What follows belongs to an exercise in optimizing a design on an open flow for small area; a production flow would make more cautious choices.
The RTL was checked by simulation tests, not by an equivalence proof against the original design.
Power figures rest on the tool's default switching activity, not on a simulated workload.

<file path="design.v">
module system_top (
    input  clk,
    input  reset,
    input  serial_data_in,
    output serial_data_out,
    output parity_error,
    output frame_error
);
    wire line = serial_data_in;
    reg [7:0] rf [0:15];
    wire [7:0] A = rf[0];
    wire [7:0] B = rf[1];
    wire pe   = rf[2][0];            
    wire podd = rf[2][1];            
    wire p8   = rf[3][3];            
    wire p16  = rf[3][4];            
    reg        busy;       
    reg        txm;        
    reg        more;       
    reg        exec;       
    reg        calc;       
    reg [2:0]  cs;         
    reg [4:0]  cnt;        
    reg [3:0]  bitn;       
    reg        par;        
    reg [3:0]  arg;        
    reg [15:0] R;          
    localparam [2:0] C_IDLE = 3'd0, C_WADDR = 3'd1, C_WDATA = 3'd2,
                     C_RADDR = 3'd3, C_OPA = 3'd4, C_OPB = 3'd5,
                     C_FUNC = 3'd6;
    wire bit_end  = (&cnt[2:0]) & (p8 | cnt[3] & (p16 | cnt[4]));
    wire is_data  = ~bitn[3];
    wire is_start = bitn[3] & bitn[1];
    wire is_par   = bitn[3] & ~bitn[1] & ~bitn[0] & pe;
    wire is_last  = bitn[3] & ~bitn[1] & (bitn[0] | ~pe);
    wire [7:0] rbyte = R[15:8];      
    wire [3:0] f    = R[11:8];       
    wire c_div  = arg[0] & ~arg[2];  
    wire c_shr  = arg[2];            
    wire c_mul  = ~arg[0];           
    reg  [7:0] X, Y;
    reg        sub;
    always @(*) begin
        if (calc) begin
            X   = c_div ? R[14:7] : R[15:8];
            Y   = c_div ? B : (A & {8{R[0] & c_mul}});
            sub = c_div;
        end
        else begin
            X   = A;
            Y   = (f == 4'd14) ? A : B;
            sub = (f != 4'd0) & (f != 4'd14);
        end
    end
    wire [8:0] sum = {1'b0, X} + {1'b0, Y ^ {8{sub}}} + {8'b0, sub};
    wire [7:0] S = sum[7:0];
    wire       c = sum[8];
    wire       eq = (S == 8'd0);
    reg [15:0] V;                    
    always @(*) begin
        case (f)
            4'd0, 4'd14: V = {7'b0, c, S};
            4'd1:  V = {{8{~c}}, S};
            4'd2:  V = {8'b0, B};
            4'd3:  V = {8'b0, A};
            4'd4:  V = {8'h00, A & B};
            4'd5:  V = {8'h00, A | B};
            4'd6:  V = {8'hff, ~(A & B)};
            4'd7:  V = {8'hff, ~(A | B)};
            4'd8:  V = {8'h00, A ^ B};
            4'd9:  V = {8'hff, ~(A ^ B)};
            4'd10: V = {15'b0, eq};
            4'd11: V = {15'b0, c & ~eq};
            4'd12: V = {15'b0, ~c};
            default: V = {8'b0, A};      
        endcase
        if (cs == C_RADDR) V[7:0] = rf[rbyte[3:0]];
    end
    wire calc_last = c_shr | (&bitn[2:0]);
    wire q = R[15] | c;
    wire rx_start  = ~busy & ~line;
    wire fr_end    = busy & bit_end & is_last;
    wire perr      = busy & ~txm & bit_end & is_par & (par ^ line);
    wire ferr      = busy & ~txm & bit_end & is_last & ~line;
    wire rx_abort  = perr & p8;
    wire deliver   = fr_end & ~txm & (line | ~p8);
    wire f_none    = (f == 4'd15);
    wire f_calc    = (f == 4'd2) | (f == 4'd3) | (f == 4'd13);
    wire go_read   = exec & (cs == C_RADDR);
    wire go_func   = exec & (cs == C_FUNC);
    wire tx_start  = go_read | go_func & ~f_none & ~f_calc | calc & calc_last;
    wire tx_next   = fr_end & txm & more;
    assign parity_error    = perr;
    assign frame_error     = ferr;
    assign serial_data_out = ~txm | (is_data ? R[0] : is_par ? par : ~is_start);
    always @(posedge clk or negedge reset) begin
        if (~reset) begin
            busy <= 1'b0;
            txm  <= 1'b0;
            more <= 1'b0;
            exec <= 1'b0;
            calc <= 1'b0;
            cs   <= C_IDLE;
        end
        else begin
            exec <= deliver;
            if (rx_start | tx_start)
                busy <= 1'b1;
            else if (fr_end & ~tx_next | rx_abort)
                busy <= 1'b0;
            if (tx_start)
                txm <= 1'b1;
            else if (fr_end & ~more)
                txm <= 1'b0;
            if (tx_start)
                more <= ~go_read;
            else if (tx_next)
                more <= 1'b0;
            if (go_func & f_calc)
                calc <= 1'b1;
            else if (calc_last)
                calc <= 1'b0;
            if (exec) begin
                case (cs)
                    C_IDLE: begin
                        if (rbyte == 8'hAA) cs <= C_WADDR;
                        else if (rbyte == 8'hBB) cs <= C_RADDR;
                        else if (rbyte == 8'hCC) cs <= C_OPA;
                        else if (rbyte == 8'hDD) cs <= C_FUNC;
                    end
                    C_WADDR: cs <= C_WDATA;
                    C_OPA:   cs <= C_OPB;
                    C_OPB:   cs <= C_FUNC;
                    default: cs <= C_IDLE;
                endcase
            end
        end
    end
    integer i;
    always @(posedge clk or negedge reset) begin
        if (~reset) begin
            for (i = 0; i < 16; i = i + 1)
                rf[i] <= 8'h00;
            rf[2] <= 8'h01;
            rf[3] <= 8'h08;
        end
        else if (exec) begin
            if (cs == C_WDATA)
                rf[arg] <= rbyte;
            else if (cs == C_OPA)
                rf[0] <= rbyte;
            else if (cs == C_OPB)
                rf[1] <= rbyte;
        end
    end
    always @(posedge clk) begin
        if (busy)
            cnt <= cnt + 5'd1;
        else
            cnt <= {4'b0, ~line};
        if (rx_start | tx_start | tx_next)
            bitn <= 4'd15;
        else if (go_func)
            bitn <= 4'd8;
        else if (busy & bit_end | calc)
            bitn <= bitn + 4'd1;
        if (busy & bit_end) begin
            if (is_start)
                par <= podd;
            else if (is_data)
                par <= par ^ (txm ? R[0] : line);
        end
        if (exec & ((cs == C_WADDR) | (cs == C_FUNC)))
            arg <= f;
        if (busy & bit_end & is_data)
            R <= {line, R[15:1]};
        else if (go_read | go_func)
            R <= V;
        else if (calc) begin
            if (c_div)
                R <= {(q ? S : R[14:7]) & {8{~calc_last}}, R[6:0], q};
            else
                R <= {c, S, R[7:1]};
        end
    end
endmodule
</file>
<file path="run.sh">
#!/bin/bash
# synth_recipe.tcl (not shown) runs the flow's synth.tcl, then flattens the netlist and writes it again
# the make line also repeats each setting of config.mk as NAME=value (left out here)
make -C /OpenROAD-flow-scripts/flow DESIGN_CONFIG=/design/flow/config.mk WORK_HOME=/design/flow/orfs CLKGATE_MAP_FILE= SYNTH_SCRIPT=/design/flow/synth_recipe.tcl finish
</file>
<file path="config.mk">
export PLATFORM = sky130hd
export DESIGN_NAME = system_top
export DESIGN_NICKNAME = system_top
export VERILOG_FILES = /design/flow/design.v
export SDC_FILE = /design/flow/constraint.sdc
export NUM_CORES = 4
export LEC_CHECK = 0
export ABC_AREA = 1
export CAP_MARGIN = 20
export CORE_MARGIN = 2
export CORE_UTILIZATION = 40
export SLEW_MARGIN = 20
</file>
<file path="constraint.sdc">
create_clock -name core_clock -period 28.0 [get_ports {clk}]
set_input_delay 5.6000 -clock core_clock [delete_from_list [all_inputs] [get_ports {clk}]]
set_output_delay 5.6000 -clock core_clock [all_outputs]
set_load 0.01 [all_outputs]
</file>
==> reports/metrics.cfg, run 1 <==
[floorplanning]
die_y_um=157
die-area_mm2=0.0245
num_rows=55
top_level_ports=6
initial_utilization_pct=41.0
core_mm2=0.0227
die_w_um=157

[cts]
cts_sinks=166
clk_path_buf_depth=2
clock_latency_ps=440
cts_setup_buffers=0
cts_inserted_buffers=17
cts_max_level=4
cts.clk_slew.worst_paths_ps=70
ctsResizeCount=0
cts_tree=built
cts_root_buf=clkbuf_16
postCtsHoldBufs=0

[critical_path]
crit_buf_inv=2
critical-path-top-delay-family=buffers and inverters
critPathCaptureType=primary output
cp.required_ps=22400
cp_max_fo=4
crit_path_start_kind=input pin
worst_ep_arrival_time_ps=7150
crit_top_cell=clkdlybuf4s50_1
cp_slowest_cell=clkdlybuf4s50_1
slowest_delay_ps=600
path_class=input pin to primary output
crit_chain=clkdlybuf4s50_1, xnor2_1, nor4_1, clkdlybuf4s50_1

[drt]
via_per_inst=5.93
vias=8497
drt-pass1-iter-count=6
wl_per_cell_um=20.4
finalWirelength_um=29200
ant_nets=0
remaining_drc_errors=0
dr.first_iter.drc_count=978

[timing]
rsz0062_at_grt=no
maxSlewHeadroom_pct=31.4
skew_ps=11.0
period_needed_ps=12750
slew_violations=0
setup_viol=0
fin_crit_sh_pct=45.5
worst_pin_slew_ps=1030
setup_slack_ps=15250
hold_violations=0
fmax_mhz=78.5
fin_tns_setup_ps=0

[cells_and_area]
drive_above_1_share_pct=6.80
fin_util_pct=44.6
num-fill-cells=2330
syn_to_final_growth_pct=8.97
nets=1165
n_antenna_cell=0

[logic_synthesis]
ys_ff_latch=166
synth_edf_count=21
synth_cell_types=50
ys_warn_count=2
synthesis.area_mm2=0.00930
yosysMostFrequentCell=nand2_1
synth_nets=1187
ys_seq_area_share_pct=45.3
synth_common_cells=266 x nand2_1, 185 x o21ai_0, 134 x dfrtp_1, 94 x inv_1, 67 x a21oi_1
syn_inst=1156
synth.avg_cell_area_um2=8.05
yosysTopAreaCell=dfrtp_1
synthTopCellsByArea=dfrtp_1 36%, nand2_1 11%, o21ai_0 10%, edfxtp_1 6.8%, inv_1 3.8%
ys_async_sr_fraction_pct=81.9
synth-main-ff-cell=dfrtp_1
synth_top_area_share_pct=36.0

[power]
p_leak_nw=4.36
p_total_w=0.000495
peakVddDrop_v=0.0000390
p_per_area_mw_per_mm2=48.8

[placed_design]
dp_hpwl_um=20300
routabilityCongestion=0.942
numPortBuffers=5
place_ws_ps=15240

[global_routing]
grt_overflow=0
grt_pass1_wl_um=46100
grt_max_degree=76
antenna_found_initial=0
grt_use_total_pct=24.9
grt_pass1_vias=7902

[job]
cap_viol_max_count=0

[status]
outcome=no timing/DRC/antenna violations

[min_path]
hp-class=register to register

==> through the flow <==
stage	instances	hold WS (ps)	area [um^2]
2_1_floorplan	1156	436	9300
3_3_place_gp	1400	446	9530
3_5_place_dp	1400	458	9530
4_1_cts	1432	468	10100
5_1_grt	1432	498	10100
6_report	1432	463	10100
==> final cells by class <==
class	instances	area [um^2]	area share, %
multi-input cells	836	4490	44.2
flip-flops and latches	166	4220	41.6
clock buffers	19	433	4.27
inverters	102	383	3.78
well taps	285	357	3.52
clock inverters	13	166	1.64
repair buffers	11	96.3	0.950
==> metal layers <==
layer,track usage (%),share of wire (%),vias up
met2,37.1,44,346
met5,0,0,-
met4,9.17,2.9,0
met3,5.95,8.3,70
li1,-,-,3974
met1,35.4,44,4107
==> registers in the layout, summed over array words and instances (netlist names) <==
| register | count |
|---|---|
| R | 16 |
| arg | 4 |
| rf | 128 |
| cnt | 5 |
| bitn | 4 |
| cs | 3 |
| exec | 1 |
| busy | 1 |
| calc | 1 |
| more | 1 |
| par | 1 |
| txm | 1 |
==> report_power, final <==
part	internal, W	switching (W)	leakage, nW
Clock	0.000141	0.000105	0.287
Combinational	0.000000483	0.00000398	1.91
Sequential	0.000243	0	2.16
Total	0.000385	0.000109	4.36
==> cell usage in the layout (no fill, tap or decap), drive strengths merged, types with 4 or more instances in the layout <==
cell type / Yosys / final
nand2: 278 / 278
o21ai: 194 / 194
dfrtp: 134 / 134
inv: 102 / 107
nor2: 74 / 74
a21oi: 68 / 68
nand3: 47 / 47
a221oi: 39 / 39
ha: 27 / 27
nand4: 22 / 22
edfxtp: 21 / 21
clkbuf: 43 / 19
o211ai: 12 / 12
xor2: 12 / 12
o22ai: 10 / 10
nor3: 10 / 10
a22o: 9 / 9
dfxtp: 9 / 9
buf: 9 / 7
o32ai: 6 / 6
a32o: 5 / 5
clkdlybuf4s50: 0 / 4
==> logic make-up (layout without fill, tap and decap cells) <==
kind of cell             after synthesis  after routing  share of synthesized area (%)
AO/OA/AOI/OAI                        359            359                           22.8
XOR/XNOR                              14             14                           1.40
adder cells (fa/ha/maj)               28             28                           3.85
buffers and inverters                154            145                           6.50
flip-flops                           166            166                           45.3
AND/OR/NAND/NOR                      435            435                           20.1
==> worst reg2reg max path, delay by kind of cell, from the launching register on <==
kind                     cells  cell delay [ps]
XOR/XNOR                     1              180
AND/OR/NAND/NOR              9             1560
flip-flops                   1              590
buffers and inverters        3             1150
AO/OA/AOI/OAI                7             1100
adder cells (fa/ha/maj)      1              320
==> worst paths after layout <==
| kind | from | to | slack [ps] | depth (start not counted) |
|---|---|---|---|---|
| setup / recovery | serial_data_in | parity_error | 15250 | 4 |
| hold / removal | cnt[4] | cnt[4] | 460 | 2 |
| setup reg to reg | R[9] | R[14] | 22820 | 21 |
| hold reg to reg | cnt[4] | cnt[4] | 460 | 2 |
| max in group asynchronous | reset | rf[14][5] | 21530 | 2 |
| min in group asynchronous | reset | rf[6][6] | 5180 | 1 |
==> inputs of run 2 (changes only) <==
--- a/design.v
+++ b/design.v
@@ -136,22 +136,15 @@
             end
         end
     end
+    wire [7:0] wd = rbyte & {8{reset}};
+    wire       wsel = exec & ((cs == C_WDATA) | (cs == C_OPA) | (cs == C_OPB));
+    wire [3:0] waddr = (cs == C_WDATA) ? arg : {3'b000, cs[0]};
     integer i;
-    always @(posedge clk or negedge reset) begin
-        if (~reset) begin
-            for (i = 0; i < 16; i = i + 1)
-                rf[i] <= 8'h00;
-            rf[2] <= 8'h01;
-            rf[3] <= 8'h08;
-        end
-        else if (exec) begin
-            if (cs == C_WDATA)
-                rf[arg] <= rbyte;
-            else if (cs == C_OPA)
-                rf[0] <= rbyte;
-            else if (cs == C_OPB)
-                rf[1] <= rbyte;
-        end
+    always @(posedge clk) begin
+        for (i = 0; i < 16; i = i + 1)
+            if (~reset | wsel & (waddr == i))
+                rf[i] <= (i == 2) ? {wd[7:1], wd[0] | ~reset} :
+                         (i == 3) ? {wd[7:4], wd[3] | ~reset, wd[2:0]} : wd;
     end
     always @(posedge clk) begin
         if (busy)
==> flow/run.sh (new file) <==
#!/bin/bash
# Own layout flow: the standard synthesis, then the combinational logic is
# re-mapped with an area-oriented ABC script (flip-flops are kept untouched:
# same instances, names and cell types), then the standard layout.
set -euo pipefail
here=$(pwd)
res=$here/orfs/results/$FLOW_PLATFORM/system_top/base

bash standard.sh synth > synth_standard.log 2>&1

lib=$FLOW_HOME/platforms/$FLOW_PLATFORM/lib/sky130_fd_sc_hd__tt_025C_1v80.lib
yosys_exe=$(command -v yosys || echo "$FLOW_HOME/../tools/install/yosys/bin/yosys")
cp "$res/1_2_yosys.v" "$here/1_2_yosys_standard.v"
LIB=$lib IN_V=$here/1_2_yosys_standard.v OUT_V=$here/1_2_yosys_resynth.v \
  ABC_SCRIPT=$here/flow/area.abc PLATFORM_CONFIG=$FLOW_HOME/platforms/$FLOW_PLATFORM/config.mk \
  "$yosys_exe" -c flow/resynth.tcl > resynth.log 2>&1
cp "$here/1_2_yosys_resynth.v" "$res/1_2_yosys.v"
touch "$res/1_2_yosys.v"
rm -f "$res/1_synth.odb"

bash standard.sh finish > layout.log 2>&1
==> flow/area.abc (new file) <==
strash
dc2
&get -n
&dch -f
&nf -a -R 1000
&put
==> flow/resynth.tcl (new file) <==
# Re-map the combinational logic of the standard synthesis netlist for area.
yosys -import
set lib $::env(LIB)

# the platform's don't-use cells
set dont_use {}
set fh [open $::env(PLATFORM_CONFIG) r]
set in_list 0
while {[gets $fh line] >= 0} {
  if {[regexp {^\s*export\s+DONT_USE_CELLS\s*\+?=} $line]} { set in_list 1 }
  if {$in_list} {
    foreach w [split [regsub -all {\\} $line " "] " \t"] {
      if {[string match "sky130_*" $w]} { lappend dont_use -dont_use $w }
    }
    if {![regexp {\\\s*$} $line]} { set in_list 0 }
  }
}
close $fh
puts "dont_use: $dont_use"

read_liberty -ignore_miss_func $lib
read_verilog $::env(IN_V)
hierarchy -top system_top
# flip-flops stay as they are
setattr -mod -set keep_hierarchy 1 sky130_fd_sc_hd__df* sky130_fd_sc_hd__edf*
flatten
opt_clean -purge
abc -liberty $lib {*}$dont_use -script $::env(ABC_SCRIPT)
opt_clean -purge
hilomap -singleton -hicell sky130_fd_sc_hd__conb_1 HI -locell sky130_fd_sc_hd__conb_1 LO
select system_top
write_verilog -noattr -nohex -nodec -selected $::env(OUT_V)

# check the result against the library's cells
design -reset
read_liberty -lib $lib
read_verilog $::env(OUT_V)
hierarchy -check -top system_top
check -assert -mapped
tee -o resynth_stat.txt stat -liberty $lib
==> standard.sh (new file) <==
#!/bin/bash
# synth_recipe.tcl (not shown) runs the flow's synth.tcl, then flattens the netlist and writes it again
# the make line also repeats each setting of config.mk as NAME=value (left out here)
make -C /OpenROAD-flow-scripts/flow DESIGN_CONFIG=/design/flow/config.mk WORK_HOME=/design/flow/orfs CLKGATE_MAP_FILE= SYNTH_SCRIPT=/design/flow/synth_recipe.tcl "${@:-finish}"
--- a/config.mk
+++ b/config.mk
@@ -9,4 +9,5 @@
 export CAP_MARGIN = 20
 export CORE_MARGIN = 2
 export CORE_UTILIZATION = 40
+export CTS_BUF_LIST = sky130_fd_sc_hd__clkbuf_8
 export SLEW_MARGIN = 20
removed: run.sh
==> reports/metrics.cfg, run 2 <==
[status]
outcome=no timing/DRC/antenna violations

[drt]
wl_per_cell_um=24.2
vias=6365
ant_nets=0
via_per_inst=6.37
dr.first_iter.drc_count=1107
remaining_drc_errors=0
finalWirelength_um=24200
drt-pass1-iter-count=6

[cts]
clk_path_buf_depth=2
postCtsHoldBufs=0
cts_max_level=4
clock_latency_ps=450
ctsResizeCount=0
cts_sinks=166
cts_inserted_buffers=17
cts_tree=built
cts.clk_slew.worst_paths_ps=80
cts_setup_buffers=0
cts_root_buf=clkbuf_8

[placed_design]
dp_hpwl_um=16400
numPortBuffers=5
routabilityCongestion=0.895
dp_cells=968
place_ws_ps=15120

[global_routing]
grt_pass1_wl_um=36300
grt_pass1_vias=5857
grt_use_total_pct=24.0
grt_max_degree=35
grt_overflow=0
antenna_found_initial=0

[timing]
maxSlewHeadroom_pct=21.9
slew_violations=0
worst_pin_slew_ps=1170
setup_viol=0
period_needed_ps=12900
skew_ps=16.9
fmax_mhz=77.5
rsz0062_at_grt=no
hold_violations=0
setup_slack_ps=15100
fin_crit_sh_pct=46.1
fin_tns_setup_ps=0

[logic_synthesis]
syn_inst=677
ys_warn_count=2
synth.avg_cell_area_um2=11.6
synthesis.area_mm2=0.00786
synth_nets=680

[critical_path]
worst_ep_arrival_time_ps=7300
critical-path-top-delay-family=buffers and inverters
crit_chain=clkdlybuf4s50_1, xnor2_1, nor4_1, clkdlybuf4s50_1
slowest_delay_ps=620
crit_buf_inv=2
r2r_cells=16
cp_slowest_cell=clkdlybuf4s50_1
crit_path_start_kind=input pin
r2r_end=R[15]
cp_max_fo=7
cp.depth=4
cp.required_ps=22400
regToRegSetupSlack_ps=22020
critPathCaptureType=primary output
timing.rr.start=R[8]
crit_top_cell=clkdlybuf4s50_1
path_class=input pin to primary output

[power]
peakVddDrop_v=0.0000392
p_leak_nw=2.95
p_total_w=0.000572
p_per_area_mw_per_mm2=64.7

[floorplanning]
core_mm2=0.0194
initial_utilization_pct=40.5
die_y_um=144
top_level_ports=6
die_w_um=144
num_rows=51
die-area_mm2=0.0208

[min_path]
hold_depth=1
hp-class=register to register
hp-start=cnt[1]
hold_path_end=cnt[1]

[cells_and_area]
nets=725
fin_cells=1000
num-fill-cells=1812
layout.cells.most_common=edfxtp_1
top_regs=rf: 128 flops, R: 16 flops, cnt: 5 flops
n_antenna_cell=0
drive_above_1_share_pct=7.62
largest-register=rf
syn_to_final_growth_pct=12.3
largest_reg_flops=128
layout_common_cells=149 x edfxtp_1, 69 x nand2_1, 57 x nor2_1

[job]
cap_viol_max_count=0

## run 2: cell count changes in the layout (fill, tap and decap cells not counted), moves of 21 or more
cell | previous run | this run
a21oi_1 | 67 | 36
dfrtp_1 | 134 | 8
nand2_1 | 266 | 69
edfxtp_1 | 21 | 149
inv_1 | 94 | 1
a22oi_1 | 2 | 23
ha_1 | 27 | 0
a221oi_1 | 39 | 9
o21ai_0 | 185 | 50
## run 2: layer usage
| metal | share of wire (%) | vias up | track usage [%] |
|---|---|---|---|
| met5 | 0 | - | 0 |
| met4 | 3.2 | 0 | 8.43 |
| met3 | 10 | 68 | 4.01 |
| met2 | 47 | 401 | 38.1 |
| met1 | 40 | 3075 | 33.5 |
| li1 | - | 2821 | - |
## run 2: worst max-delay path by stage
stage                         from            to  slack [ps]
floorplan           serial_data_in  parity_error       16220
global placement    serial_data_in  parity_error       15160
detailed placement  serial_data_in  parity_error       15120
CTS                 serial_data_in  parity_error       15110
global route        serial_data_in  parity_error       15040
finish              serial_data_in  parity_error       15100
## run 2: worst reg2reg max path, cell delays in order, from the launching register on
cell,delay (ps)
edfxtp_1,700
nand2b_1,340
nor2_1,880
a21oi_1,400
a22oi_1,410
mux2i_1,180
maj3_1,440
nand3_1,110
a31oi_1,130
a31oi_1,280
nor2_1,70
o21a_1,280
clkinv_1,70
a21oi_1,70
o21ai_0,900
o21ai_0,390
o21ai_0,170
## run 2: metrics by stage
step           util (%)  area [um^2]  hold WS (ps)
6_report           45.5         8830           475
5_1_grt            45.5         8830           513
4_1_cts            45.5         8820           476
3_5_place_dp       43.4         8410           467
3_3_place_gp       43.3         8410           445
2_1_floorplan         -         7860           436
## run 2: final cells by class
class | count | area [um^2] | area share [%]
well taps | 265 | 332 | 3.76
clock buffers | 17 | 234 | 2.65
inverters | 12 | 45.0 | 0.510
repair buffers | 26 | 208 | 2.35
multi-input cells | 499 | 2980 | 33.7
clock inverters | 15 | 176 | 2.00
flip-flops and latches | 166 | 4850 | 55.0
## run 2: power by group
part	switching, W	total (W)	internal, W
registers	0.0000168	0.000311	0.000294
clock network	0.0000919	0.000174	0.0000817
logic	0.0000566	0.0000873	0.0000307
total	0.000165	0.000572	0.000406
==> inputs of run 3 (changes only) <==
--- a/config.mk
+++ b/config.mk
@@ -9,5 +9,4 @@
 export CAP_MARGIN = 20
 export CORE_MARGIN = 2
 export CORE_UTILIZATION = 40
-export CTS_BUF_LIST = sky130_fd_sc_hd__clkbuf_8
 export SLEW_MARGIN = 20
==> reports/metrics.cfg, run 3 <==
[critical_path]
cp_max_fo=7
cp.required_ps=22400
crit_path_start_kind=input pin
worst_ep_arrival_time_ps=7290
path_class=input pin to primary output
critPathCaptureType=primary output

[cts]
cts_tree=built
clk_path_buf_depth=2
ctsResizeCount=0
cts.clk_slew.worst_paths_ps=60
cts_setup_buffers=0
clock_latency_ps=430
cts_max_level=4
cts_inserted_buffers=17
cts_sinks=166
postCtsHoldBufs=0
cts_root_buf=clkbuf_16

[drt]
finalWirelength_um=24400
wl_met3_um=2290
vias=6495
drt-pass1-iter-count=6
via_per_inst=6.49
highest_layer=met4
drt-met1-wl_um=9940
ant_nets=0
dr.first_iter.drc_count=1093
met2WireLength_um=11400
wl_per_cell_um=24.3
remaining_drc_errors=0

[power]
p_per_area_mw_per_mm2=70.1
seq_power_share_pct=49.2
comb_power_share_pct=13.8
p_int_w=0.000459
switching_share_pct=27.5
p_leak_nw=3.03
peakVddDrop_v=0.0000478
p_sw_w=0.000174
power_frac_clock_pct=37.1

[cells_and_area]
nets=726
n_antenna_cell=0
layout_common_cells=149 x edfxtp_1, 69 x nand2_1, 57 x nor2_1
largest_reg_flops=128
fin_cells=1001
syn_to_final_growth_pct=14.9
top_regs=rf: 128 flops, R: 16 flops, cnt: 5 flops
layout.cells.most_common=edfxtp_1
largest-register=rf
drive_above_1_share_pct=7.74
fin_util_pct=46.5

[global_routing]
grt_overflow=0
grt_pass1_vias=5844
grt_max_degree=35
grt_use_total_pct=24.0
grt_pass1_wl_um=36400
antenna_found_initial=0

[placed_design]
routabilityCongestion=0.895
dp_hpwl_um=16400
numPortBuffers=5
dp_cells=968

[timing]
slew_violations=0
period_needed_ps=12890
rsz0062_at_grt=no
worst_pin_slew_ps=1160
fin_tns_setup_ps=0
fmax_mhz=77.6
maxSlewHeadroom_pct=21.8
setup_viol=0
hold_violations=0
skew_ps=11.8
fin_crit_sh_pct=46.0

[logic_synthesis]
synthesis.area_mm2=0.00786
synth.avg_cell_area_um2=11.6
synth_nets=680
ys_warn_count=2
syn_inst=677

[status]
outcome=no timing/DRC/antenna violations

[floorplanning]
initial_utilization_pct=40.5
die_y_um=144
core_mm2=0.0194
top_level_ports=6
num_rows=51
die_w_um=144
die-area_mm2=0.0208

[min_path]
hp-class=register to register

[job]
cap_viol_max_count=0

[run 3: cell count changes in the layout (fill, tap and decap cells not counted)]
cell	delta
clkbuf_16	+17
clkbuf_1	+1
inv_1	-1
buf_4	+1
clkbuf_8	-17
[run 3: per-stage QoR]
| stage | power [W] | setup WS (ps) | hold WS (ps) | area, um^2 |
|---|---|---|---|---|
| 2_1_floorplan | 0.000370 | 16220 | 436 | 7860 |
| 3_3_place_gp | 0.000398 | 15160 | 445 | 8410 |
| 3_5_place_dp | 0.000401 | 15120 | 467 | 8410 |
| 4_1_cts | 0.000632 | 15110 | 473 | 9010 |
| 5_1_grt | 0.000655 | 15040 | 509 | 9030 |
| 6_report | 0.000633 | 15110 | 472 | 9030 |
[run 3: routing by layer]
layer | up-vias | GRT usage (%)
met5 | - | 0
li1 | 2828 | -
met1 | 3211 | 34.0
met2 | 390 | 38.0
met4 | 0 | 8.43
met3 | 66 | 3.64
[run 3: worst max-delay path, stage by stage]
cell             delay (ps)
clkdlybuf4s50_1         560
xnor2_1                 190
nor4_1                  320
clkdlybuf4s50_1         610
[run 3: final cells by class]
cell class / count / area (um^2)
Fill cell: 1785 / 10400
Timing Repair Buffer: 27 / 215
Clock inverter: 14 / 173
Inverter: 12 / 45.0
Multi-Input combinational cell: 499 / 2980
Clock buffer: 18 / 429
Sequential cell: 166 / 4850
Tap cell: 265 / 332
[run 3: worst paths after layout]
kind,startpoint,end,slack (ps),depth (start not counted)
worst max-delay path,serial_data_in,parity_error,15110,4
worst min-delay path,cnt[1],cnt[1],470,1
worst max register to register,R[8],R[15],22020,16
worst min register to register,cnt[1],cnt[1],470,1
max in group asynchronous,reset,busy,22220,2
min in group asynchronous,reset,exec,5530,2
[run 3: power groups by stage]
stage	Clock, W	Sequential [W]	Combinational (W)
6_report	0.000235	0.000311	0.0000871
5_1_grt	0.000246	0.000314	0.0000951
4_1_cts	0.000235	0.000311	0.0000857
3_5_place_dp	0	0.000316	0.0000850
3_3_place_gp	0	0.000315	0.0000832
2_1_floorplan	0	0.000310	0.0000596
==> inputs of run 4 (changes only) <==
==> design.v (replaced) <==
module system_top (
    input  clk,
    input  reset,
    input  serial_data_in,
    output serial_data_out,
    output parity_error,
    output frame_error
);
    wire line = serial_data_in;
    reg [7:0] rf [0:1];              
    reg [7:0] ring [0:13];           
    reg [3:0] ph;                    
    reg       pe, podd, p8, p16;     
    reg       clr;                   
    reg       wp;                    
    reg       rp;                    
    wire [7:0] A = rf[0];
    wire [7:0] B = rf[1];
    reg        busy;       
    reg        txm;        
    reg        more;       
    reg        exec;       
    reg        calc;       
    reg [2:0]  cs;         
    reg [4:0]  cnt;        
    reg [3:0]  bitn;       
    reg        par;        
    reg        cy;         
    reg        dly;        
    reg [3:0]  arg;        
    reg [15:0] R;          
    localparam [2:0] C_IDLE = 3'd0, C_WADDR = 3'd1, C_WDATA = 3'd2,
                     C_RADDR = 3'd3, C_OPA = 3'd4, C_OPB = 3'd5,
                     C_FUNC = 3'd6;
    wire bit_end  = (&cnt[2:0]) & (p8 | cnt[3] & (p16 | cnt[4]));
    wire is_data  = ~bitn[3];
    wire is_start = bitn[3] & bitn[1];
    wire is_par   = bitn[3] & ~bitn[1] & ~bitn[0] & pe;
    wire is_last  = bitn[3] & ~bitn[1] & (bitn[0] | ~pe);
    wire [7:0] rbyte = R[15:8];      
    wire [3:0] f     = R[11:8];      
    wire o_sub  = (arg == 4'd1);
    wire o_mul  = (arg == 4'd2);
    wire o_div  = (arg == 4'd3);
    wire o_cmp  = (arg == 4'd10) | (arg == 4'd11) | (arg == 4'd12);
    wire o_shr  = (arg == 4'd13);
    wire o_shl  = (arg == 4'd14);
    wire o_arith = (arg == 4'd0) | o_sub | o_mul | o_cmp | o_shl;
    wire pass2  = o_cmp & cnt[0];    
    reg [3:0] tt;                    
    always @(*) begin
        case (arg)
            4'd4:  tt = 4'b1000;
            4'd5:  tt = 4'b1110;
            4'd6:  tt = 4'b0111;
            4'd7:  tt = 4'b0001;
            4'd8:  tt = 4'b0110;
            4'd9:  tt = 4'b1001;
            default: tt = 4'b1100;   
        endcase
    end
    wire ahi  = bitn[3];             
    wire a    = o_div ? ((bitn == 4'd0) ? R[7] : dly) :
                (o_mul ? R[8] : o_shr ? R[1] : R[0]) & ~ahi;
    wire b    = B[bitn[2:0]] & ~ahi & (~o_mul | R[0]);
    wire bb   = o_shl ? a : b ^ (o_sub | o_cmp | o_div & par);
    wire sum  = a ^ bb ^ cy;
    wire cyn  = a & bb | a & cy | bb & cy;
    wire cond = (arg[1:0] == 2'd2) ? par : (arg[1:0] == 2'd3) ? cy & ~par : ~cy;
    wire last_step = (cnt[2:0] == 3'd7);
    wire r    = pass2 ? (bitn == 4'd0) & cond :
                o_div ? sum & ~last_step :   
                o_arith ? sum : tt[{a, b}];
    wire md       = o_mul | o_div;
    wire mul_step = calc & md & (bitn == 4'd8);      
    wire pass_end = (bitn == 4'd15);
    wire calc_last = md ? mul_step & last_step :
                     pass_end & (~o_cmp | cnt[0]);
    wire rx_start  = ~busy & ~line;
    wire fr_end    = busy & bit_end & is_last;
    wire perr      = busy & ~txm & bit_end & is_par & (par ^ line);
    wire ferr      = busy & ~txm & bit_end & is_last & ~line;
    wire rx_abort  = perr & p8;
    wire deliver   = fr_end & ~txm & (line | ~p8);
    wire arg_ring  = arg[3] | arg[2] | arg[1];
    wire at_head   = (ph == arg);
    wire go_read   = rp & (~arg_ring | at_head);
    wire go_func   = exec & (cs == C_FUNC);
    wire tx_start  = go_read | calc & calc_last;
    wire tx_next   = fr_end & txm & more;
    assign parity_error    = perr;
    assign frame_error     = ferr;
    assign serial_data_out = ~txm | (is_data ? R[0] : is_par ? par : ~is_start);
    always @(posedge clk or negedge reset) begin
        if (~reset) begin
            busy <= 1'b0;
            txm  <= 1'b0;
            more <= 1'b0;
            exec <= 1'b0;
            calc <= 1'b0;
            rp   <= 1'b0;
            wp   <= 1'b0;
            cs   <= C_IDLE;
        end
        else begin
            exec <= deliver;
            if (exec & (cs == C_RADDR))
                rp <= 1'b1;
            else if (go_read)
                rp <= 1'b0;
            if (exec & (cs == C_WDATA) & arg_ring)
                wp <= 1'b1;
            else if (at_head)
                wp <= 1'b0;
            if (rx_start | tx_start)
                busy <= 1'b1;
            else if (fr_end & ~tx_next | rx_abort)
                busy <= 1'b0;
            if (tx_start)
                txm <= 1'b1;
            else if (fr_end & ~more)
                txm <= 1'b0;
            if (tx_start)
                more <= ~go_read;
            else if (tx_next)
                more <= 1'b0;
            if (go_func & (f != 4'd15))
                calc <= 1'b1;
            else if (calc_last)
                calc <= 1'b0;
            if (exec) begin
                case (cs)
                    C_IDLE: begin
                        if (rbyte == 8'hAA) cs <= C_WADDR;
                        else if (rbyte == 8'hBB) cs <= C_RADDR;
                        else if (rbyte == 8'hCC) cs <= C_OPA;
                        else if (rbyte == 8'hDD) cs <= C_FUNC;
                    end
                    C_WADDR: cs <= C_WDATA;
                    C_OPA:   cs <= C_OPB;
                    C_OPB:   cs <= C_FUNC;
                    default: cs <= C_IDLE;
                endcase
            end
        end
    end
    wire [7:0] wd = rbyte & {8{reset}};
    wire       wsel = exec & ((cs == C_WDATA) & ~arg_ring | (cs == C_OPA) | (cs == C_OPB));
    wire       waddr = (cs == C_WDATA) ? arg[0] : cs[0];
    wire       wcfg  = exec & (cs == C_WDATA) & (arg[3:1] == 3'b001);
    integer i;
    always @(posedge clk) begin
        for (i = 0; i < 2; i = i + 1)
            if (~reset | wsel & (waddr == i))
                rf[i] <= wd;
        if (~reset | wcfg & ~arg[0]) begin
            pe   <= wd[0] | ~reset;
            podd <= wd[1];
        end
        if (~reset | wcfg & arg[0]) begin
            p8   <= wd[3] | ~reset;
            p16  <= wd[4];
        end
    end
    always @(posedge clk or negedge reset) begin
        if (~reset) begin
            ph  <= 4'd2;
            clr <= 1'b1;
        end
        else begin
            ph <= (ph == 4'd15) ? 4'd2 : ph + 4'd1;
            if (ph == 4'd15)
                clr <= 1'b0;
        end
    end
    wire [7:0] ring_rst = {4'b0000, ph == 4'd3, 2'b00, ph == 4'd2};
    always @(posedge clk) begin
        for (i = 0; i < 13; i = i + 1)
            ring[i] <= ring[i + 1];
        ring[13] <= clr ? ring_rst : (wp & at_head) ? rbyte : ring[0];
    end
    always @(posedge clk) begin
        if (busy)
            cnt <= cnt + 5'd1;
        else if (calc & ~calc_last)
            cnt <= cnt + {4'd0, pass_end | mul_step};
        else
            cnt <= {4'b0, ~line};
        if (rx_start | tx_start | tx_next)
            bitn <= 4'd15;
        else if (go_func | mul_step)
            bitn <= 4'd0;
        else if (busy & bit_end | calc)
            bitn <= bitn + 4'd1;
        if (go_func)
            par <= 1'b1;
        else if (calc & o_div) begin
            if (mul_step)
                par <= ~sum;
        end
        else if (calc)
            par <= par & ~(r & ~pass2);
        else if (busy & bit_end) begin
            if (is_start)
                par <= podd;
            else if (is_data)
                par <= par ^ (txm ? R[0] : line);
        end
        if (go_func)
            cy <= (f == 4'd1) | (f == 4'd3) | (f == 4'd10) | (f == 4'd11) | (f == 4'd12);
        else if (calc & o_div & mul_step)
            cy <= ~sum;
        else if (calc & ~pass2)
            cy <= cyn;
        dly <= R[8];
        if (exec & ((cs == C_WADDR) | (cs == C_RADDR) | (cs == C_FUNC)))
            arg <= f;
        if (busy & bit_end & is_data)
            R <= {line, R[15:1]};
        else if (go_read)
            R[7:0] <= arg_ring ? ring[0] : rf[arg[0]];
        else if (go_func)
            R <= {8'h00, A};
        else if (calc) begin
            if (md & ~mul_step)
                R[15:8] <= {r, R[15:9]};
            else if (o_div)
                R[7:0] <= {R[6:0], ~sum};
            else
                R <= {r, R[15:1]};
        end
    end
endmodule
--- a/config.mk
+++ b/config.mk
@@ -9,4 +9,5 @@
 export CAP_MARGIN = 20
 export CORE_MARGIN = 2
 export CORE_UTILIZATION = 40
+export CTS_BUF_LIST = sky130_fd_sc_hd__clkbuf_8
 export SLEW_MARGIN = 20
==> reports/metrics.cfg, run 4 <==
[power]
comb_power_share_pct=10.1
peakVddDrop_v=0.0000539
p_leak_nw=2.60
switching_share_pct=26.3
p_sw_w=0.000137
seq_power_share_pct=55.7
p_per_area_mw_per_mm2=76.9
power_frac_clock_pct=34.2
p_int_w=0.000384

[logic_synthesis]
synthesis.area_mm2=0.00605
ys_warn_count=3
synth.avg_cell_area_um2=11.6
synth_nets=525
syn_inst=522

[cts]
cts_root_buf=clkbuf_8
postCtsHoldBufs=0
cts_tree=built
clk_path_buf_depth=2
cts_inserted_buffers=17
clock_latency_ps=460
cts.clk_slew.worst_paths_ps=90
cts_setup_buffers=0
ctsResizeCount=0
cts_max_level=4
cts_sinks=179

[cells_and_area]
nets=553
layout_common_cells=123 x dfxtp_1, 64 x nand2_1, 41 x edfxtp_1
fin_util_pct=46.2
n_antenna_cell=0
top_regs=ring: 112 flops, R: 16 flops, rf: 16 flops
largest_reg_flops=112
syn_to_final_growth_pct=11.9
largest-register=ring
layout.cells.most_common=dfxtp_1
drive_above_1_share_pct=6.93

[global_routing]
antenna_found_initial=1
grt_pass1_wl_um=19700
grt_max_degree=30
grt_overflow=0
grt_pass1_vias=3872
grt_use_total_pct=15.8

[drt]
remaining_drc_errors=0
finalWirelength_um=11900
via_per_inst=5.31
met2WireLength_um=5360
drt-met1-wl_um=5570
dr.first_iter.drc_count=289
ant_nets=0
highest_layer=met5
wl_met3_um=637
vias=3969
drt-pass1-iter-count=5
wl_per_cell_um=16.0

[timing]
skew_ps=17.1
setup_viol=0
hold_violations=0
maxSlewHeadroom_pct=39.7
fin_tns_setup_ps=0
rsz0062_at_grt=no
period_needed_ps=12810
worst_pin_slew_ps=904
slew_violations=0
fin_crit_sh_pct=45.8
fmax_mhz=78.0

[critical_path]
critical-path-top-delay-family=buffers and inverters
slowest_delay_ps=620
crit_buf_inv=2
crit_top_cell=clkdlybuf4s50_1
worst_ep_arrival_time_ps=7210
path_class=input pin to primary output
cp_slowest_cell=clkdlybuf4s50_1
cp.required_ps=22400
critPathCaptureType=primary output
cp_max_fo=7
crit_chain=clkdlybuf4s50_1, xnor2_1, nor3_1, and3_1, clkdlybuf4s50_1
crit_path_start_kind=input pin

[status]
outcome=no timing/DRC/antenna violations

[floorplanning]
top_level_ports=6
num_rows=44
die_y_um=127
die-area_mm2=0.0161
initial_utilization_pct=41.3
die_w_um=127
core_mm2=0.0146

[placed_design]
dp_hpwl_um=8170
routabilityCongestion=0.871
numPortBuffers=5

[min_path]
hp-class=register to register

[job]
cap_viol_max_count=0

## run 4: cell type report
class | instances | area (um^2)
multi-input combinational | 332 | 1940
timing repair buffer | 9 | 80.1
tap | 184 | 230
clock buffer | 19 | 262
sequential | 179 | 4070
inverter | 11 | 41.3
fill | 1330 | 7870
clock inverter | 13 | 145
## run 4: power groups by stage
stage	Clock (W)	Combinational [W]	Sequential, W
after floorplan	0	0.0000418	0.000291
after global placement	0	0.0000505	0.000295
after detailed placement	0	0.0000519	0.000296
after CTS	0.000183	0.0000522	0.000290
after global routing	0.000193	0.0000591	0.000293
final	0.000178	0.0000525	0.000290
## run 4: worst paths after layout
check / slack (ps) / cells past startpoint / end / start
min in group asynchronous: 5500 / 2 / busy / reset
setup reg to reg: 23890 / 12 / R[15] / arg[1]
hold reg to reg: 330 / 0 / ring[1][1] / ring[2][1]
hold / removal: 330 / 0 / ring[1][1] / ring[2][1]
setup / recovery: 15190 / 5 / parity_error / serial_data_in
max in group asynchronous: 22170 / 2 / clr / reset
## run 4: through the flow
step	total power (W)	hold slack [ps]	cell area, um^2	setup slack, ps	cells
2_1_floorplan	0.000333	310	6050	16370	522
3_3_place_gp	0.000346	310	6360	15250	715
3_5_place_dp	0.000348	312	6360	15200	715
4_1_cts	0.000525	329	6770	15200	747
5_1_grt	0.000544	331	6770	15110	747
6_report	0.000521	325	6770	15190	747
## run 4: per-layer routing
metal	GRT usage [%]	up-vias
met4	7.18	2
li1	-	1926
met5	0	-
met2	24.3	113
met3	4.48	37
met1	20.9	1891
==> inputs of run 5 (changes only) <==
--- a/flow/run.sh
+++ b/flow/run.sh
@@ -1,7 +1,8 @@
 #!/bin/bash
 # Own layout flow: the standard synthesis, then the combinational logic is
 # re-mapped with an area-oriented ABC script (flip-flops are kept untouched:
-# same instances, names and cell types), then the standard layout.
+# same instances, names and cell types), then the standard layout, with
+# clock tree synthesis told not to add dummy loads.
 set -euo pipefail
 here=$(pwd)
 res=$here/orfs/results/$FLOW_PLATFORM/system_top/base
@@ -18,4 +19,5 @@
 touch "$res/1_2_yosys.v"
 rm -f "$res/1_synth.odb"
 
+export CTS_ARGS="-sink_clustering_enable -repair_clock_nets -dont_use_dummy_load -buf_list sky130_fd_sc_hd__clkbuf_8"
 bash standard.sh finish > layout.log 2>&1
--- a/config.mk
+++ b/config.mk
@@ -10,4 +10,5 @@
 export CORE_MARGIN = 2
 export CORE_UTILIZATION = 40
 export CTS_BUF_LIST = sky130_fd_sc_hd__clkbuf_8
+export GPL_TIMING_DRIVEN = 0
 export SLEW_MARGIN = 20
==> reports/metrics.cfg, run 5 <==
[status]
outcome=no timing/DRC/antenna violations

[cells_and_area]
fin_cells=728
nets=549
top_regs=ring: 112 flops, R: 16 flops, rf: 16 flops
syn_to_final_growth_pct=8.58
largest-register=ring
n_antenna_cell=0
drive_above_1_share_pct=4.60
largest_reg_flops=112
fin_area_mm2=0.00657
layout.cells.most_common=dfxtp_1
layout_common_cells=123 x dfxtp_1, 64 x nand2_1, 41 x edfxtp_1
num-fill-cells=1374

[drt]
dr.first_iter.drc_count=362
remaining_drc_errors=0
via_per_inst=5.39
finalWirelength_um=12100
wl_per_cell_um=16.6
ant_nets=0
vias=3923
drt-pass1-iter-count=7

[min_path]
hp-class=register to register

[floorplanning]
die_y_um=127
die-area_mm2=0.0161
num_rows=44
initial_utilization_pct=41.3
die_w_um=127
core_mm2=0.0146
top_level_ports=6

[cts]
cts_root_buf=clkbuf_8
postCtsHoldBufs=0
cts.clk_slew.worst_paths_ps=90
cts_sinks=179
cts_inserted_buffers=17
cts_max_level=4
clock_latency_ps=440
clk_path_buf_depth=2
cts_setup_buffers=0
ctsResizeCount=0
cts_tree=built

[placed_design]
dp_hpwl_um=8150
routabilityCongestion=0.873
dp_cells=711
placed_area_mm2=0.00634
numPortBuffers=5

[global_routing]
grt_pass1_vias=3793
grt_util_met3_pct=3.89
grt_max_degree=30
grt_overflow=0
antenna_found_initial=0
grt_use_total_pct=15.6
gr-usage-met2_pct=23.4
grt_pass1_wl_um=19600
grt_util_met1_pct=21.4
grt.busiest_layer=met2

[logic_synthesis]
ys_warn_count=3
synthesis.area_mm2=0.00605
synth.avg_cell_area_um2=11.6
synth_nets=525
syn_inst=522

[critical_path]
path_class=input pin to primary output
crit_path_start_kind=input pin
critPathCaptureType=primary output
regToRegSetupSlack_ps=23950
worst_ep_arrival_time_ps=7220
cp_max_fo=7
cp.required_ps=22400

[timing]
worst_pin_slew_ps=1030
hold_ws_ps=312
rsz0062_at_grt=no
hold_violations=0
skew_ps=28.2
fin_crit_sh_pct=45.8
setup_viol=0
period_needed_ps=12820
slew_violations=0
fmax_mhz=78.0
maxSlewHeadroom_pct=31.0
fin_tns_setup_ps=0

[power]
peakVddDrop_v=0.0000372
p_leak_nw=2.48
p_per_area_mw_per_mm2=71.9
p_total_w=0.000473

[job]
cap_viol_max_count=0

## run 5: final cells by class
class / count / area (um^2) / share of cell area [%]
inverters: 11 / 41.3 / 0.628
well taps: 184 / 230 / 3.50
repair buffers: 5 / 45.0 / 0.685
multi-input cells: 332 / 1950 / 29.7
flip-flops and latches: 179 / 4070 / 61.9
clock buffers: 17 / 234 / 3.56
## run 5: final timing paths
check | cells past startpoint | start | endpoint
min in group asynchronous | 1 | reset | cs[1]
worst min register to register | 0 | ring[5][1] | ring[4][1]
worst min-delay path | 0 | ring[5][1] | ring[4][1]
worst max-delay path | 5 | serial_data_in | parity_error
max in group asynchronous | 1 | reset | exec
worst max register to register | 12 | arg[1] | R[15]
## run 5: metal layers
layer  up-vias  wire (um)
met2       122       5230
met4         0        291
met5         -          0
li1       1911          -
met1      1872       5890
met3        18        670
## run 5: critical path: stages
cell             delay [ps]
clkdlybuf4s50_1         560
xnor2_1                 200
nor3_1                  130
and3_1                  200
clkdlybuf4s50_1         530
## run 5: through the flow
step / utilization [%] / setup WS, ps
after global routing: 44.9 / 15090
after global placement: 43.3 / 15190
after detailed placement: 43.3 / 15180
final: 44.9 / 15180
after CTS: 44.9 / 15180
after floorplan: - / 16370
## run 5: report_power, final
part | total, W | internal [W] | switching [W]
clock | 0.000129 | 0.0000538 | 0.0000755
combinational | 0.0000524 | 0.0000236 | 0.0000288
sequential | 0.000291 | 0.000275 | 0.0000166
==> inputs of run 6 (changes only) <==
--- a/design.v
+++ b/design.v
@@ -7,15 +7,14 @@
     output frame_error
 );
     wire line = serial_data_in;
-    reg [7:0] rf [0:1];              
-    reg [7:0] ring [0:13];           
+    reg [7:0] B;                     
+    reg [7:0] ring [0:14];           
     reg [3:0] ph;                    
     reg       pe, podd, p8, p16;     
     reg       clr;                   
     reg       wp;                    
     reg       rp;                    
-    wire [7:0] A = rf[0];
-    wire [7:0] B = rf[1];
+    reg       fp;                    
     reg        busy;       
     reg        txm;        
     reg        more;       
@@ -82,10 +81,10 @@
     wire ferr      = busy & ~txm & bit_end & is_last & ~line;
     wire rx_abort  = perr & p8;
     wire deliver   = fr_end & ~txm & (line | ~p8);
-    wire arg_ring  = arg[3] | arg[2] | arg[1];
+    wire arg_ring  = (arg != 4'd1);
     wire at_head   = (ph == arg);
     wire go_read   = rp & (~arg_ring | at_head);
-    wire go_func   = exec & (cs == C_FUNC);
+    wire go_func   = fp & (ph == 4'd0);
     wire tx_start  = go_read | calc & calc_last;
     wire tx_next   = fr_end & txm & more;
     assign parity_error    = perr;
@@ -100,6 +99,7 @@
             calc <= 1'b0;
             rp   <= 1'b0;
             wp   <= 1'b0;
+            fp   <= 1'b0;
             cs   <= C_IDLE;
         end
         else begin
@@ -108,7 +108,7 @@
                 rp <= 1'b1;
             else if (go_read)
                 rp <= 1'b0;
-            if (exec & (cs == C_WDATA) & arg_ring)
+            if (exec & ((cs == C_WDATA) & arg_ring | (cs == C_OPA)))
                 wp <= 1'b1;
             else if (at_head)
                 wp <= 1'b0;
@@ -124,7 +124,11 @@
                 more <= ~go_read;
             else if (tx_next)
                 more <= 1'b0;
-            if (go_func & (f != 4'd15))
+            if (exec & (cs == C_FUNC) & (f != 4'd15))
+                fp <= 1'b1;
+            else if (go_func)
+                fp <= 1'b0;
+            if (go_func)
                 calc <= 1'b1;
             else if (calc_last)
                 calc <= 1'b0;
@@ -145,14 +149,12 @@
         end
     end
     wire [7:0] wd = rbyte & {8{reset}};
-    wire       wsel = exec & ((cs == C_WDATA) & ~arg_ring | (cs == C_OPA) | (cs == C_OPB));
-    wire       waddr = (cs == C_WDATA) ? arg[0] : cs[0];
+    wire       wsel = exec & ((cs == C_WDATA) & ~arg_ring | (cs == C_OPB));
     wire       wcfg  = exec & (cs == C_WDATA) & (arg[3:1] == 3'b001);
     integer i;
     always @(posedge clk) begin
-        for (i = 0; i < 2; i = i + 1)
-            if (~reset | wsel & (waddr == i))
-                rf[i] <= wd;
+        if (~reset | wsel)
+            B <= wd;
         if (~reset | wcfg & ~arg[0]) begin
             pe   <= wd[0] | ~reset;
             podd <= wd[1];
@@ -164,20 +166,20 @@
     end
     always @(posedge clk or negedge reset) begin
         if (~reset) begin
-            ph  <= 4'd2;
+            ph  <= 4'd0;
             clr <= 1'b1;
         end
         else begin
-            ph <= (ph == 4'd15) ? 4'd2 : ph + 4'd1;
+            ph <= (ph == 4'd15) ? 4'd0 : (ph == 4'd0) ? 4'd2 : ph + 4'd1;
             if (ph == 4'd15)
                 clr <= 1'b0;
         end
     end
     wire [7:0] ring_rst = {4'b0000, ph == 4'd3, 2'b00, ph == 4'd2};
     always @(posedge clk) begin
-        for (i = 0; i < 13; i = i + 1)
+        for (i = 0; i < 14; i = i + 1)
             ring[i] <= ring[i + 1];
-        ring[13] <= clr ? ring_rst : (wp & at_head) ? rbyte : ring[0];
+        ring[14] <= clr ? ring_rst : (wp & at_head) ? rbyte : ring[0];
     end
     always @(posedge clk) begin
         if (busy)
@@ -207,7 +209,7 @@
                 par <= par ^ (txm ? R[0] : line);
         end
         if (go_func)
-            cy <= (f == 4'd1) | (f == 4'd3) | (f == 4'd10) | (f == 4'd11) | (f == 4'd12);
+            cy <= o_sub | o_div | o_cmp;
         else if (calc & o_div & mul_step)
             cy <= ~sum;
         else if (calc & ~pass2)
@@ -215,12 +217,14 @@
         dly <= R[8];
         if (exec & ((cs == C_WADDR) | (cs == C_RADDR) | (cs == C_FUNC)))
             arg <= f;
+        else if (exec & (cs == C_OPA))
+            arg <= 4'd0;
         if (busy & bit_end & is_data)
             R <= {line, R[15:1]};
         else if (go_read)
-            R[7:0] <= arg_ring ? ring[0] : rf[arg[0]];
+            R[7:0] <= arg_ring ? ring[0] : B;
         else if (go_func)
-            R <= {8'h00, A};
+            R <= {8'h00, ring[0]};
         else if (calc) begin
             if (md & ~mul_step)
                 R[15:8] <= {r, R[15:9]};
==> reports/metrics.cfg, run 6 <==
[placed_design]
routabilityCongestion=0.870
numPortBuffers=5
placed_area_mm2=0.00623
place_ws_ps=14950
dp_cells=702
dp_hpwl_um=7730

[power]
p_per_area_mw_per_mm2=72.0
peakVddDrop_v=0.0000382
p_leak_nw=2.52
p_total_w=0.000466

[critical_path]
path_class=input pin to primary output
crit_chain=clkdlybuf4s50_1, o21ai_0, a2111oi_0, clkdlybuf4s50_1
cp.required_ps=22400
worst_ep_arrival_time_ps=7460
crit_path_start_kind=input pin
cp_slowest_cell=clkdlybuf4s50_1
cp_max_fo=7
crit_top_cell=clkdlybuf4s50_1
crit_buf_inv=2
critical-path-top-delay-family=buffers and inverters
critPathCaptureType=primary output
slowest_delay_ps=640

[cells_and_area]
layout_common_cells=131 x dfxtp_1, 57 x nand2_1, 44 x nor2_1
drive_above_1_share_pct=4.49
n_antenna_cell=0
fin_area_mm2=0.00647
layout.cells.most_common=dfxtp_1
layout.area.seq_mm2=0.00402
syn_to_final_growth_pct=8.89
multi_input_area_mm2=0.00189
largest_reg_flops=120
top_regs=ring: 120 flops, R: 16 flops, B: 8 flops
nets=540
fin_cells=719
largest-register=ring
num-fill-cells=1376

[timing]
fin_crit_sh_pct=46.6
period_needed_ps=13060
rsz0062_at_grt=no
slew_violations=0
fmax_mhz=76.6
worst_pin_slew_ps=1110
hold_violations=0
fin_tns_setup_ps=0
skew_ps=33.1
setup_viol=0
setup_slack_ps=14940
maxSlewHeadroom_pct=25.0

[logic_synthesis]
syn_inst=512
synth_nets=515
ys_warn_count=2
synth.avg_cell_area_um2=11.6
synthesis.area_mm2=0.00594

[global_routing]
grt_pass1_vias=3669
grt_overflow=0
grt_max_degree=30
grt_use_total_pct=15.5
antenna_found_initial=0
grt_pass1_wl_um=19100

[floorplanning]
num_rows=44
die_y_um=126
initial_utilization_pct=40.9
die-area_mm2=0.0158
top_level_ports=6
core_mm2=0.0145
die_w_um=126

[min_path]
hp-class=register to register

[cts]
cts_tree=built
clk_path_buf_depth=2
clock_latency_ps=460
cts_max_level=4
cts_inserted_buffers=17
postCtsHoldBufs=0
cts_sinks=180
cts_setup_buffers=0
ctsResizeCount=0
cts.clk_slew.worst_paths_ps=100
cts_root_buf=clkbuf_8

[drt]
drt-pass1-iter-count=6
finalWirelength_um=11700
via_per_inst=5.39
ant_nets=0
dr.first_iter.drc_count=336
vias=3878
remaining_drc_errors=0
wl_per_cell_um=16.2

[job]
cap_viol_max_count=0

[status]
outcome=no timing/DRC/antenna violations

-- run 6: per-stage QoR --
stage	util (%)	hold slack, ps
CTS	44.5	310
global placement	42.8	310
global route	44.5	315
detailed placement	42.9	312
floorplan	-	310
finish	44.5	309
-- run 6: worst register-to-register path: stages (launching register included) --
cell,delay (ps)
edfxtp_1,540
clkinv_1,240
nor3_1,450
nand2_1,460
o211ai_1,330
xnor2_1,90
mux2i_1,200
nand2_1,100
nor2b_1,140
xnor2_1,420
a21oi_1,140
nor3_1,360
o211ai_1,140
o21ai_0,190
-- run 6: final timing paths --
kind,slack (ps),from,cells past startpoint,to
hold reg to reg,310,ring[3][1],0,ring[2][1]
setup reg to reg,23950,arg[1],13,R[15]
hold / removal,310,ring[3][1],0,ring[2][1]
min in group asynchronous,5150,reset,1,ph[2]
setup / recovery,14940,serial_data_in,4,parity_error
max in group asynchronous,22430,reset,1,cs[1]
-- run 6: where the power goes --
group	switching, W	internal [W]
Sequential	0.0000155	0.000274
Clock	0.0000760	0.0000537
Combinational	0.0000267	0.0000200
-- run 6: area by class of cell --
cell class,instances,area share [%]
Timing Repair Buffer,6,0.813
Multi-Input combinational cell,321,29.3
Tap cell,184,3.56
Inverter,11,0.638
Clock buffer,17,3.62
Sequential cell,180,62.1
-- run 6: per-layer routing --
| layer | GRT usage (%) | vias to the layer above | part of all wire, % |
|---|---|---|---|
| met5 | 0 | - | 0 |
| met4 | 6.46 | 0 | 2.4 |
| met3 | 4.76 | 26 | 5.3 |
| met2 | 23.1 | 96 | 45 |
| met1 | 21.2 | 1886 | 48 |
| li1 | - | 1870 | - |
==> inputs of run 7 (changes only) <==
--- a/flow/run.sh
+++ b/flow/run.sh
@@ -1,6 +1,6 @@
 #!/bin/bash
 # Own layout flow: the standard synthesis, then the combinational logic is
-# re-mapped with an area-oriented ABC script (flip-flops are kept untouched:
+# re-mapped with an area-oriented ABC script (AIG resynthesis with &deepsyn) (flip-flops are kept untouched:
 # same instances, names and cell types), then the standard layout, with
 # clock tree synthesis told not to add dummy loads.
 set -euo pipefail
==> flow/area.abc (replaced) <==
strash
&get -n
&deepsyn -I 10 -J 100 -T 900
&dch -f
&nf -a -R 1000
&put
==> reports/metrics.cfg, run 7 <==
[critical_path]
cp_max_fo=5
crit_top_cell=clkdlybuf4s50_1
slowest_delay_ps=610
crit_chain=clkdlybuf4s50_1, xnor2_1, nor4_1, clkdlybuf4s50_1
worst_ep_arrival_time_ps=7250
crit_path_start_kind=input pin
timing.rr.start=arg[2]
cp.required_ps=22400
r2r_end=R[15]
regToRegSetupSlack_ps=24460
critPathCaptureType=primary output
path_class=input pin to primary output
r2r_cells=13
cp_slowest_cell=clkdlybuf4s50_1

[cts]
cts_tree=built
cts_sinks=180
clk_path_buf_depth=2
cts_setup_buffers=0
cts_max_level=4
ctsResizeCount=0
cts.clk_slew.worst_paths_ps=70
postCtsHoldBufs=0
cts_inserted_buffers=17
cts_root_buf=clkbuf_8
clock_latency_ps=450

[power]
peakVddDrop_v=0.0000479
p_total_w=0.000464
p_sw_w=0.000115
power_frac_clock_pct=27.1
switching_share_pct=24.7
p_int_w=0.000349
p_per_area_mw_per_mm2=76.2
p_leak_nw=2.25
comb_power_share_pct=10.7
seq_power_share_pct=62.2

[logic_synthesis]
ys_warn_count=2
synth.avg_cell_area_um2=12.3
synthesis.area_mm2=0.00558
syn_inst=455
synth_nets=458

[min_path]
hp-start=ring[1][1]
hold_depth=0
hold_path_end=ring[0][1]
hp-class=register to register

[cells_and_area]
top_regs=ring: 120 flops, R: 16 flops, B: 8 flops
drive_above_1_share_pct=4.18
largest-register=ring
nets=483
syn_to_final_growth_pct=9.12
layout.cells.most_common=dfxtp_1
largest_reg_flops=120
layout_common_cells=131 x dfxtp_1, 39 x nand2_1, 33 x edfxtp_1
num-fill-cells=1306
n_antenna_cell=0

[global_routing]
grt_pass1_vias=3155
antenna_found_initial=0
grt_use_total_pct=14.4
grt_max_degree=30
grt_pass1_wl_um=16100
grt_overflow=0

[placed_design]
place_ws_ps=15150
dp_hpwl_um=6730
numPortBuffers=5
routabilityCongestion=0.845

[drt]
remaining_drc_errors=0
vias=3348
drt-pass1-iter-count=5
via_per_inst=5.09
wl_per_cell_um=15.0
ant_nets=0
finalWirelength_um=9840
dr.first_iter.drc_count=289

[timing]
setup_slack_ps=15150
setup_viol=0
rsz0062_at_grt=no
fmax_mhz=77.8
slew_violations=0
maxSlewHeadroom_pct=35.1
skew_ps=35.2
period_needed_ps=12850
worst_pin_slew_ps=964
fin_crit_sh_pct=45.9
hold_violations=0
fin_tns_setup_ps=0

[status]
outcome=no timing/DRC/antenna violations

[floorplanning]
num_rows=43
die_y_um=122
core_mm2=0.0138
die_w_um=122
initial_utilization_pct=40.5
top_level_ports=6
die-area_mm2=0.0149

[job]
cap_viol_max_count=0

## run 7: how the worst max path moves through the flow
stage               slack, ps      endpoint      startpoint  depth (start not counted)
finish                  15150  parity_error  serial_data_in                          4
global route            15010  parity_error  serial_data_in                          4
CTS                     15140  parity_error  serial_data_in                          4
detailed placement      15150  parity_error  serial_data_in                          4
global placement        15160  parity_error  serial_data_in                          4
floorplan               16220  parity_error  serial_data_in                          2
## run 7: final cells by class
class                      count  area, um^2  area share (%)
inverter                      15        56.3           0.924
clock buffer                  17         234            3.84
sequential                   180        4020            65.9
tap                          180         225            3.70
timing repair buffer           6        50.0           0.821
multi-input combinational    260        1510            24.8
## run 7: worst max-delay path, delay by kind of cell
family / cells / cell delay [ps]
AND/OR/NAND/NOR: 1 / 320
XOR/XNOR: 1 / 110
buffers and inverters: 2 / 1210
## run 7: metrics by stage
stage | std cells | area [um^2] | hold slack, ps | util, %
after global routing | 658 | 6090 | 311 | 44.2
after floorplan | 455 | 5580 | 310 | -
after detailed placement | 641 | 5860 | 312 | 42.5
after CTS | 658 | 6090 | 310 | 44.2
after global placement | 640 | 5860 | 310 | 42.5
final | 658 | 6090 | 304 | 44.2
## run 7: power groups by stage
stage                     combinational, W  clock, W  sequential [W]
final                            0.0000498  0.000126        0.000289
after global routing             0.0000570  0.000141        0.000290
after CTS                        0.0000504  0.000131        0.000288
after detailed placement         0.0000501         0        0.000294
after global placement           0.0000484         0        0.000294
after floorplan                  0.0000398         0        0.000290
## run 7: metal layers
metal	part of all wire [%]	vias to the layer above	track usage, %
met1	48	1615	19.7
li1	-	1661	-
met2	45	65	21.1
met4	1.2	0	5.60
met3	5.0	7	4.96
met5	0	-	0
==> inputs of run 8 (changes only) <==
--- a/flow/run.sh
+++ b/flow/run.sh
@@ -19,5 +19,5 @@
 touch "$res/1_2_yosys.v"
 rm -f "$res/1_synth.odb"
 
-export CTS_ARGS="-sink_clustering_enable -repair_clock_nets -dont_use_dummy_load -buf_list sky130_fd_sc_hd__clkbuf_8"
+export CTS_ARGS="-sink_clustering_enable -repair_clock_nets -dont_use_dummy_load -buf_list sky130_fd_sc_hd__clkbuf_16 -sink_clustering_size 30"
 bash standard.sh finish > layout.log 2>&1
==> reports/metrics.cfg, run 8 <==
[power]
p_leak_nw=2.34
power_frac_clock_pct=35.4
p_per_area_mw_per_mm2=83.4
peakVddDrop_v=0.0000540
comb_power_share_pct=9.5
p_sw_w=0.000123
switching_share_pct=23.4
p_int_w=0.000401
seq_power_share_pct=55.1

[placed_design]
routabilityCongestion=0.845
numPortBuffers=5
dp_hpwl_um=6730

[status]
outcome=no timing/DRC/antenna violations

[critical_path]
startpoint=serial_data_in
cp_slowest_cell=clkdlybuf4s50_1
r2r_cells=13
worst_ep_arrival_time_ps=7260
r2r_end=R[15]
path_class=input pin to primary output
crit_buf_inv=2
cp_max_fo=5
cp.required_ps=22400
regToRegSetupSlack_ps=24430
crit_chain=clkdlybuf4s50_1, xnor2_1, nor4_1, clkdlybuf4s50_1
crit_path_start_kind=input pin
crit_top_cell=clkdlybuf4s50_1
critical-path-top-delay-family=buffers and inverters
timing.rr.start=arg[2]
slowest_delay_ps=620
critPathCaptureType=primary output

[logic_synthesis]
syn_inst=455
ys_warn_count=2
synth.avg_cell_area_um2=12.3
synthesis.area_mm2=0.00558
synth_nets=458

[timing]
period_needed_ps=12860
fmax_mhz=77.8
maxSlewHeadroom_pct=37.2
slew_violations=0
worst_pin_slew_ps=933
skew_ps=26.2
fin_crit_sh_pct=45.9
hold_violations=0
rsz0062_at_grt=no
fin_tns_setup_ps=0
setup_viol=0

[cells_and_area]
largest-register=ring
drive_above_1_share_pct=4.18
largest_reg_flops=120
layout_common_cells=131 x dfxtp_1, 39 x nand2_1, 33 x edfxtp_1
n_antenna_cell=0
nets=483
top_regs=ring: 120 flops, R: 16 flops, B: 8 flops
fin_util_pct=45.6
syn_to_final_growth_pct=12.5
layout.cells.most_common=dfxtp_1

[floorplanning]
num_rows=43
top_level_ports=6
die_w_um=122
initial_utilization_pct=40.5
die-area_mm2=0.0149
core_mm2=0.0138
die_y_um=122

[drt]
via_per_inst=5.10
remaining_drc_errors=0
drt-pass1-iter-count=5
ant_nets=0
finalWirelength_um=10000
wl_per_cell_um=15.2
vias=3358
dr.first_iter.drc_count=326

[global_routing]
antenna_found_initial=0
grt_use_total_pct=14.6
grt_max_degree=30
grt_pass1_wl_um=16300
grt_overflow=0
grt_pass1_vias=3184

[min_path]
hp-class=register to register
hold_path_end=ring[0][1]
hold_depth=0
hp-start=ring[1][1]

[cts]
cts_tree=built
postCtsHoldBufs=0
clk_path_buf_depth=2
cts.clk_slew.worst_paths_ps=50
cts_root_buf=clkbuf_16
cts_inserted_buffers=17
cts_sinks=180
cts_max_level=4
cts_setup_buffers=0
ctsResizeCount=0
clock_latency_ps=420

[job]
cap_viol_max_count=0

==> run 8: per-stage QoR <==
stage	cell area (um^2)	setup slack [ps]	instances	hold WS (ps)	power, W
floorplan	5580	16220	455	310	0.000329
global placement	5860	15160	640	310	0.000342
detailed placement	5860	15150	641	312	0.000344
CTS	6280	15140	658	315	0.000530
global route	6280	15010	658	316	0.000549
finish	6280	15140	658	308	0.000524
==> run 8: worst reg2reg max path, delay by kind of cell (launching register included) <==
kind | cells | cell delay (ps)
xor gates and xnor gates | 2 | 360
AOI/OAI and AO/OA | 5 | 1310
DFF | 1 | 520
buffers and inverters | 1 | 90
and+or+nand+nor | 5 | 1040
==> run 8: power groups by stage <==
stage / combinational [W] / clock [W] / sequential (W)
floorplan: 0.0000398 / 0 / 0.000290
global placement: 0.0000484 / 0 / 0.000294
detailed placement: 0.0000501 / 0 / 0.000294
CTS: 0.0000504 / 0.000191 / 0.000289
global route: 0.0000571 / 0.000201 / 0.000291
finish: 0.0000498 / 0.000185 / 0.000289
==> run 8: worst max-delay path by stage <==
stage / slack, ps / cells past startpoint / endpoint
after floorplan: 16220 / 2 / parity_error
after global placement: 15160 / 4 / parity_error
after detailed placement: 15150 / 4 / parity_error
after CTS: 15140 / 4 / parity_error
after global routing: 15010 / 4 / parity_error
final: 15140 / 4 / parity_error
==> run 8: area by class of cell <==
| cell class | count | area (um^2) |
|---|---|---|
| clock buffer | 17 | 425 |
| fill | 1283 | 7490 |
| inverter | 15 | 56.3 |
| multi-input combinational | 260 | 1510 |
| sequential | 180 | 4020 |
| tap | 180 | 225 |
| timing repair buffer | 6 | 50.0 |
==> run 8: layer usage <==
| metal | up-vias | wire length, um | global-route usage [%] |
|---|---|---|---|
| met5 | - | 0 | 0 |
| met4 | 0 | 130 | 5.89 |
| met3 | 11 | 464 | 4.82 |
| met2 | 78 | 4550 | 21.8 |
| met1 | 1608 | 4850 | 19.7 |
| li1 | 1661 | - | - |

port drivers added, routing unchanged:
How much do the figures lean on ideal ports? The routed layouts below were timed once more, with nothing changed but the port constraints.
Step 1: set_driving_cell puts a clkbuf_16 on clk and a buf_2 on each other input, an assumption about the parent block.
Step 2 also shifts input and output timing later by t, the mid clock arrival at the registers, as if the neighbouring blocks saw the same clock.
Slacks: no drivers / after step 1 / after step 2; pairs: no drivers / after step 1.
| run | t, ns | setup WS [ns] | worst slew at a driven data input, ns | cell pins on the clock port's net |
|---|---|---|---|---|
| run 1 | 0.483 | 15.255 / 15.231 / 15.231 | 0.04 | 1 |
| run 2 | 0.481 | 15.102 / 15.081 / 15.081 | 0.03 | 1 |
| run 3 | 0.476 | 15.111 / 15.090 / 15.090 | 0.03 | 1 |
| run 4 | 0.486 | 15.187 / 15.160 / 15.160 | 0.03 | 1 |
| run 5 | 0.463 | 15.176 / 15.148 / 15.148 | 0.03 | 1 |
| run 6 | 0.478 | 14.942 / 14.918 / 14.918 | 0.03 | 1 |
| run 7 | 0.465 | 15.150 / 15.127 / 15.127 | 0.03 | 1 |
| run 8 | 0.447 | 15.142 / 15.119 / 15.119 | 0.03 | 1 |
After both steps setup and hold are still met in every run listed. For run 5, which loses most, drivers alone change the setup slack by -0.028 ns; drivers and shift together by -0.028 ns.
